This design comes from an exercise in tuning for small area and a short achievable clock period on the open sky130 flow, not from production work.
RTL that was checked went through simulation tests only; none was proved equivalent to the original.
Power figures rest on the tool's default switching activity, not on a simulated workload.

== garnet ==
// cordic
module cordic (
    input wire signed [31:0] angle,
    input wire clk, reset,
    output wire signed [31:0] x, y
);
reg [2:0] vcnt;
always @(posedge clk)
    if (reset) vcnt <= 3'd0;
    else if (vcnt != 3'd7) vcnt <= vcnt + 3'd1;
wire [15:0] lo = angle[15:0];
wire [12:0] zo;
wire lo_lt16387 = (~lo[15] & ~lo[14]) | (~lo[15] & lo[14] & ~lo[13] & ~lo[12] & ~lo[11] & ~lo[10] & ~lo[9] & ~lo[8] & ~lo[7] & ~lo[6] & ~lo[5] & ~lo[4] & ~lo[3] & ~lo[2] & ~lo[1]) | (~lo[15] & lo[14] & ~lo[13] & ~lo[12] & ~lo[11] & ~lo[10] & ~lo[9] & ~lo[8] & ~lo[7] & ~lo[6] & ~lo[5] & ~lo[4] & ~lo[3] & ~lo[2] & lo[1] & ~lo[0]);
wire lo_lt32769 = (~lo[15]) | (lo[15] & ~lo[14] & ~lo[13] & ~lo[12] & ~lo[11] & ~lo[10] & ~lo[9] & ~lo[8] & ~lo[7] & ~lo[6] & ~lo[5] & ~lo[4] & ~lo[3] & ~lo[2] & ~lo[1] & ~lo[0]);
wire lo_lt49152 = (~lo[15]) | (lo[15] & ~lo[14]);
  ...
Settings: LEC_CHECK=0, CAP_MARGIN=20, CORE_MARGIN=2, CORE_UTILIZATION=40, SETUP_SLACK_MARGIN=2.7, SLEW_MARGIN=20; clock period 5.0 ns.
standard.sh (not shown) runs the stock make flow with config.mk's settings and CLKGATE_MAP_FILE= SYNTH_SCRIPT=/design/flow/synth_recipe.tcl, a recipe that flattens the netlist after the stock synthesis.
==> flow/flow/run.sh <==
#!/bin/bash
# Standard ORFS layout, except that the port buffers are plain buffers
# (buf_2) instead of the delay cells buffer_ports picks by default.
set -euo pipefail
export BUFFER_PORTS_ARGS="-buffer_cell sky130_fd_sc_hd__buf_2"
bash standard.sh finish > flow_standard.log 2>&1
## Diff of input files: violet against garnet
# garnet
export LEC_CHECK = 0
export CAP_MARGIN = 20
export CORE_MARGIN = 2
export CORE_UTILIZATION = 40
export SETUP_SLACK_MARGIN = 2.7
export SLEW_MARGIN = 20
create_clock -name core_clock -period 5.0 [get_ports {clk}]
# violet
export LEC_CHECK = 0
export CAP_MARGIN = 20
export CORE_MARGIN = 2
export CORE_UTILIZATION = 40
export SETUP_SLACK_MARGIN = 3.0
export SLEW_MARGIN = 20
create_clock -name core_clock -period 5.0 [get_ports {clk}]
[summary]
- Area of combinational cells with multiple inputs (higher): violet
- Delta (violet minus garnet): final worst setup slack decreased by 33 ps relative to the old numbers, placed wire-length estimate decreased by 250 um relative to the old numbers, hold slack closely matched the old numbers.
- garnet and violet ended up with nearly the same global-route usage over all layers.
- violet against garnet: power per cell area -about 10%, peak fanout along the critical path +1, number of inserted filler cells in the final layout -103, wire length on met2 +16%.

cordic, a different RTL version from the one above (not shown whole).
Size in the first run: ~730 cells after synthesis, roughly 99 flip-flops, ~5500 sq um of cells after synthesis.
Settings: LEC_CHECK=0, ABC_AREA=1, CAP_MARGIN=20, CORE_MARGIN=2, CORE_UTILIZATION=60, CTS_BUF_LIST=sky130_fd_sc_hd__clkbuf_4 sky130_fd_sc_hd__clkbuf_8, SETUP_SLACK_MARGIN=2.85, SLEW_MARGIN=20, SYNTH_HIERARCHICAL=1; clock period 5.0 ns.
==> flow/flow/run.sh <==
#!/bin/bash
# Standard ORFS layout, except that the port buffers are plain buffers
# (buf_1) instead of the delay cells buffer_ports picks by default.
set -euo pipefail
export BUFFER_PORTS_ARGS="-buffer_cell sky130_fd_sc_hd__buf_1"
bash standard.sh finish > flow_standard.log 2>&1
The first run passed the timing, design-rule and antenna checks.
Change:
- SETUP_SLACK_MARGIN: 2.85 -> 2.9
- SYNTH_HIERARCHICAL: 1 -> unset
Result: Non-clock buffer count is unchanged; wire length falls by about 5%; clock power falls by about 3%; synthesized area falls by 8.3%; clock-buffer cell count does not change; cell count falls by about 7%; critical path depth stays the same; worst setup slack gains 0.016 ns; register-to-register slack gains 0.08 ns.
Change:
==> flow/flow/run.sh (replaced) <==
#!/bin/bash
# Standard ORFS layout, except that the port buffers are plain buffers
# (buf_2) instead of the delay cells buffer_ports picks by default.
set -euo pipefail
export BUFFER_PORTS_ARGS="-buffer_cell sky130_fd_sc_hd__buf_2"
bash standard.sh finish > flow_standard.log 2>&1
- ABC_AREA: 1 -> unset
- SETUP_SLACK_MARGIN: 2.9 -> 2.7
=> Cell area is higher by 5.4%. Core utilization is higher by 3.9 points. Routed wire length is higher by about 2.3%. Synthesized cell count is lower by about 18%. Hold slack stays flat. Clock-buffer cell count is higher by 1. Worst setup slack got worse by 0.42 ns. Sequential share of layout area is lower by 2.1 points. Die area is lower by 0.40%. Area after synthesis is lower by about 0.4%.

Setup of P:
cordic, a different RTL version from the one above (not shown whole).
Size in the first run: about 660 cells after synthesis, ~110 flip-flops.
export LEC_CHECK = 0
export CAP_MARGIN = 20
export CORE_MARGIN = 2
export CORE_UTILIZATION = 40
export SLEW_MARGIN = 20
create_clock -name core_clock -period 5.0 [get_ports {clk}]
==> flow/flow/run.sh <==
#!/bin/bash
# Standard ORFS layout, except that the port buffers are plain buffers
# (buf_2) instead of the delay cells buffer_ports picks by default.
set -euo pipefail
export BUFFER_PORTS_ARGS="-buffer_cell sky130_fd_sc_hd__buf_2"
bash standard.sh finish > flow_standard.log 2>&1
The following lists how Q was set up differently from P:
# P
export LEC_CHECK = 0
export CAP_MARGIN = 20
export CORE_MARGIN = 2
export CORE_UTILIZATION = 40
export SLEW_MARGIN = 20
create_clock -name core_clock -period 5.0 [get_ports {clk}]
# Q
export LEC_CHECK = 0
export CAP_MARGIN = 20
export CORE_MARGIN = 2
export CORE_UTILIZATION = 40
export SETUP_SLACK_MARGIN = 2.7
export SLEW_MARGIN = 20
create_clock -name core_clock -period 5.0 [get_ports {clk}]
--- outcome ---
[compare] base=P new=Q: non-clock buffer count climbed about 23%; final core utilization increased 2.9 points; share of final-layout standard cells stronger than drive strength 1 saw an increase.
No functional check of the RTL was part of any run of this note.

cordic, a different RTL version from the one above (not shown whole).
For scale: roughly 660 cells after synthesis, ~99 flip-flops, roughly 98 I/O pins, about 0.0050 mm^2 of cells after synthesis.
==> flow/config.mk <==
export PLATFORM = sky130hd
export DESIGN_NAME = cordic
export DESIGN_NICKNAME = cordic
export VERILOG_FILES = /design/flow/design.v
export SDC_FILE = /design/flow/constraint.sdc
export NUM_CORES = 4
export LEC_CHECK = 0
export ABC_AREA = 1
export CAP_MARGIN = 20
export CORE_MARGIN = 2
export CORE_UTILIZATION = 60
export CTS_BUF_LIST = sky130_fd_sc_hd__clkbuf_4 sky130_fd_sc_hd__clkbuf_8
export SETUP_SLACK_MARGIN = 2.9
export SLEW_MARGIN = 20
==> flow/constraint.sdc <==
create_clock -name core_clock -period 5.0 [get_ports {clk}]
set_input_delay 1.0000 -clock core_clock [delete_from_list [all_inputs] [get_ports {clk}]]
set_output_delay 1.0000 -clock core_clock [all_outputs]
set_load 0.01 [all_outputs]
==> flow/flow/run.sh <==
#!/bin/bash
# Standard ORFS layout, except that the port buffers are plain buffers
# (buf_1) instead of the delay cells buffer_ports picks by default.
set -euo pipefail
export BUFFER_PORTS_ARGS="-buffer_cell sky130_fd_sc_hd__buf_1"
bash standard.sh finish > flow_standard.log 2>&1
Then changed:
Settings changed: CORE_UTILIZATION 60 to 50, SETUP_SLACK_MARGIN 2.9 to 2.7.
Outcome: The changed run produced a clean layout. Wire length shrinks by a few percent. Non-clock buffer count drops by 14. Fmax decreases by a few percent. Final area shrinks by a few percent.
Then changed:
Settings changed: CORE_UTILIZATION 50 to 60, SETUP_SLACK_MARGIN 2.7 to 2.85.
Setup slack gets worse by 3.9 ps.
Design area increases by a few percent.
Global-route usage increases by 4.1 points.
Clock-buffer cell count stays the same.
Hold slack gets worse by 5.6 ps.
Routed wire length increases by a few percent.
No run of this note included a check of the RTL's function; only the layout flow was run.

cordic with an RTL version that a note above also has.
For scale: ~670 cells after synthesis, about 99 flip-flops, about 98 I/O pins, ~5000 um^2 of cells after synthesis.
clock: 5.0 ns
lec_check: 0
abc_area: 1
cap_margin: 0
core_margin: 2
core_utilization: 60
cts_buf_list: sky130_fd_sc_hd__clkbuf_4 sky130_fd_sc_hd__clkbuf_8
setup_slack_margin: 2.9
slew_margin: 0
Scripts as last shown in full above: flow/flow/run.sh
Next try:
- CAP_MARGIN: 0 -> 20
- SETUP_SLACK_MARGIN: 2.9 -> 3.0
- SLEW_MARGIN: 0 -> 20
Outcome:
- cell count rose by 0.96%
- sequential cell count stays the same
- clock skew barely changes
Next try:
- SETUP_SLACK_MARGIN: 3.0 -> 2.8
Result: Non-clock buffer count drops by 12; global-route usage falls by 0.77 points; die area stays the same; worst setup slack gets worse by 0.0051 ns; clock-buffer cell count shrinks by 1.
Next try:
- GPL_TIMING_DRIVEN: unset -> 0
- SETUP_SLACK_MARGIN: 2.8 -> 2.9
Result: Clock power is lower by about 1%. Routed wire length is higher by 27%. Die area stays the same. Power barely changes. Synthesized cell count does not change. Cell area is higher by 16%. Global-route usage is higher by 3.6 points.
Next try:
- CAP_MARGIN: 20 -> 10
- GPL_TIMING_DRIVEN: 0 -> unset
- SLEW_MARGIN: 20 -> 10
The changed run finished clean.
Clock-buffer cell count shrinks by 1.
Global-route usage shrinks by 3.6 points.
Die area does not change.
Design area shrinks by roughly a tenth.
Final cell count shrinks by a few percent.
Critical path depth shrinks by 2.
Register-to-register slack improves by 0.14 ns.
Wire length shrinks by about a fifth.
Sequential share of layout area grows by 5.0 points.
Synthesized cell count does not change.
Next try:
- CAP_MARGIN: 10 -> 20
- SETUP_SLACK_MARGIN: 2.9 -> 2.7
- SLEW_MARGIN: 10 -> 20
After rerunning: Total power is about the same. Core utilization came out lower by 0.89 points. Final area goes down slightly. Die area stays the same.

== run 1 ==
Starting RTL as in the previous note.
==> flow/config.mk <==
export PLATFORM = sky130hd
export DESIGN_NAME = cordic
export DESIGN_NICKNAME = cordic
export VERILOG_FILES = /design/flow/design.v
export SDC_FILE = /design/flow/constraint.sdc
export NUM_CORES = 4
export LEC_CHECK = 0
export ABC_AREA = 1
export CAP_MARGIN = 20
export CORE_MARGIN = 2
export CORE_UTILIZATION = 60
export CTS_BUF_LIST = sky130_fd_sc_hd__clkbuf_4 sky130_fd_sc_hd__clkbuf_8
export CTS_CLUSTER_DIAMETER = 80
export CTS_CLUSTER_SIZE = 40
export SETUP_SLACK_MARGIN = 2.85
export SLEW_MARGIN = 20
==> flow/constraint.sdc <==
create_clock -name core_clock -period 5.0 [get_ports {clk}]
set_input_delay 1.0000 -clock core_clock [delete_from_list [all_inputs] [get_ports {clk}]]
set_output_delay 1.0000 -clock core_clock [all_outputs]
set_load 0.01 [all_outputs]
Scripts as last shown in full above: flow/flow/run.sh
Run 1 finished end to end and its layout was clean on timing, DRC and antenna.
## Diff of input files: run 2 against run 1
diff --git a/flow/config.mk b/flow/config.mk
--- a/flow/config.mk
+++ b/flow/config.mk
@@ -9,8 +9,6 @@
 export CAP_MARGIN = 20
 export CORE_MARGIN = 2
-export CORE_UTILIZATION = 60
+export CORE_UTILIZATION = 65
 export CTS_BUF_LIST = sky130_fd_sc_hd__clkbuf_4 sky130_fd_sc_hd__clkbuf_8
-export CTS_CLUSTER_DIAMETER = 80
-export CTS_CLUSTER_SIZE = 40
 export SETUP_SLACK_MARGIN = 2.85
 export SLEW_MARGIN = 20
--- outcome ---
Run 2: PASS, flow complete, no timing, DRC or antenna violations. The critical path start-end classification comes out register to register in one run and input port to register in the other, namely in run 1 and run 2 respectively. Summary of run 2 over run 1: combinational cell fraction of total power climbed 0.3 points, via count higher, number of gates on the worst path with buffers counted increased 1. The final reports for run 2 and run 1 show overall power consumption lower in the former. Between run 2 and run 1, the area of placed instances figures differ only marginally. Post-detailed-placement half-perimeter wirelength is higher on run 1. Worst setup path endpoint: lop_1[11]$_DFF_P_ -> run 2, z3_2[12]$_DFF_P_ -> run 1.
For run 3, these inputs were changed with respect to run 2:
diff --git a/flow/config.mk b/flow/config.mk
--- a/flow/config.mk
+++ b/flow/config.mk
@@ -9,6 +9,7 @@
 export CAP_MARGIN = 20
 export CORE_MARGIN = 2
-export CORE_UTILIZATION = 65
+export CORE_UTILIZATION = 60
 export CTS_BUF_LIST = sky130_fd_sc_hd__clkbuf_4 sky130_fd_sc_hd__clkbuf_8
-export SETUP_SLACK_MARGIN = 2.85
+export SETUP_SLACK_MARGIN = 2.9
 export SLEW_MARGIN = 20
+export TNS_END_PERCENT = 100
[summary]
From run 2 to run 3 the numbers moved as follows: met1 track demand over resource lost 0.33 points, initial core utilization lost 4.6 points, final critical path time including I/O delays and setup lost 0.059 ns, cell depth of the worst min-delay path neither gained nor lost much.
Run 3 ended up with register to output pin as its category of the critical setup timing path; run 2 ended up with input port to register.
For run 4, these inputs were changed with respect to run 3:
diff --git a/flow/config.mk b/flow/config.mk
--- a/flow/config.mk
+++ b/flow/config.mk
@@ -9,7 +9,6 @@
 export CAP_MARGIN = 20
 export CORE_MARGIN = 2
-export CORE_UTILIZATION = 60
+export CORE_UTILIZATION = 65
 export CTS_BUF_LIST = sky130_fd_sc_hd__clkbuf_4 sky130_fd_sc_hd__clkbuf_8
 export SETUP_SLACK_MARGIN = 2.9
 export SLEW_MARGIN = 20
-export TNS_END_PERCENT = 100
In run 4 the combinational cell fraction of total power turned out 0.4 points higher than in run 3. Per the comparison of run 4 with run 3, floorplan die area saw a decrease, post-route cell area decreased about 1%, worst hold slack flat. Comparing run 4 against run 3, there is no change at all in area after synthesis.

port drivers added, routing unchanged:
Ports are ideal in the flow. The routed layouts listed here were re-timed in OpenROAD. Step 1 assumes that a clkbuf_16 drives the clock port and a buf_2 every other input. Step 2, shift: input delay + t, output delay - t, t = (earliest + latest rising clock arrival at the registers) / 2. This alone moves slack from input paths to output paths. Slacks: no drivers / after step 1 / after step 2; pairs: no drivers / after step 1.
| run | t, ns | setup slack, ns | worst setup path at the end |
|---|---|---|---|
| garnet | 0.383 | 2.679 / 2.679 / 2.296 | input to register |
| violet | 0.382 | 2.647 / 2.666 / 2.284 | input to register |
| the first run of note 2 | 0.384 | 2.978 / 2.950 / 2.650 | input to register |
| the second run of note 2 | 0.386 | 2.994 / 2.964 / 2.664 | input to register |
| the third run of note 2 | 0.391 | 2.572 / 2.554 / 2.163 | input to register |
| P | 0.452 | 2.158 / 2.158 / 2.158 | register to register |
| Q | 0.447 | 2.721 / 2.721 / 2.495 | input to register |
| the first run of note 4 | 0.385 | 2.985 / 2.969 / 2.611 | input to register |
| the second run of note 4 | 0.387 | 2.843 / 2.853 / 2.468 | input to register |
| the third run of note 4 | 0.388 | 2.839 / 2.839 / 2.600 | input to register |
| the first run of note 5 | 0.386 | 2.994 / 2.964 / 2.664 | input to register |
| the second run of note 5 | 0.396 | 2.946 / 2.916 / 2.715 | input to register |
| the third run of note 5 | 0.388 | 2.941 / 2.941 / 2.663 | input to register |
| the fourth run of note 5 | 0.390 | 2.853 / 2.823 / 2.623 | input to register |
| the fifth run of note 5 | 0.386 | 2.994 / 2.964 / 2.664 | input to register |
| the sixth run of note 5 | 0.387 | 2.905 / 2.886 / 2.554 | input to register |
| run 1 | 0.386 | 2.962 / 2.962 / 2.663 | input to register |
| run 2 | 0.390 | 2.935 / 2.948 / 2.558 | input to register |
| run 3 | 0.386 | 2.994 / 2.964 / 2.664 | input to register |
| run 4 | 0.390 | 2.984 / 2.949 / 2.658 | input to register |
After both steps setup and hold are still met in every run listed. For the third run of note 2, which loses most, drivers alone change the setup slack by -0.018 ns; drivers and shift together by -0.409 ns.
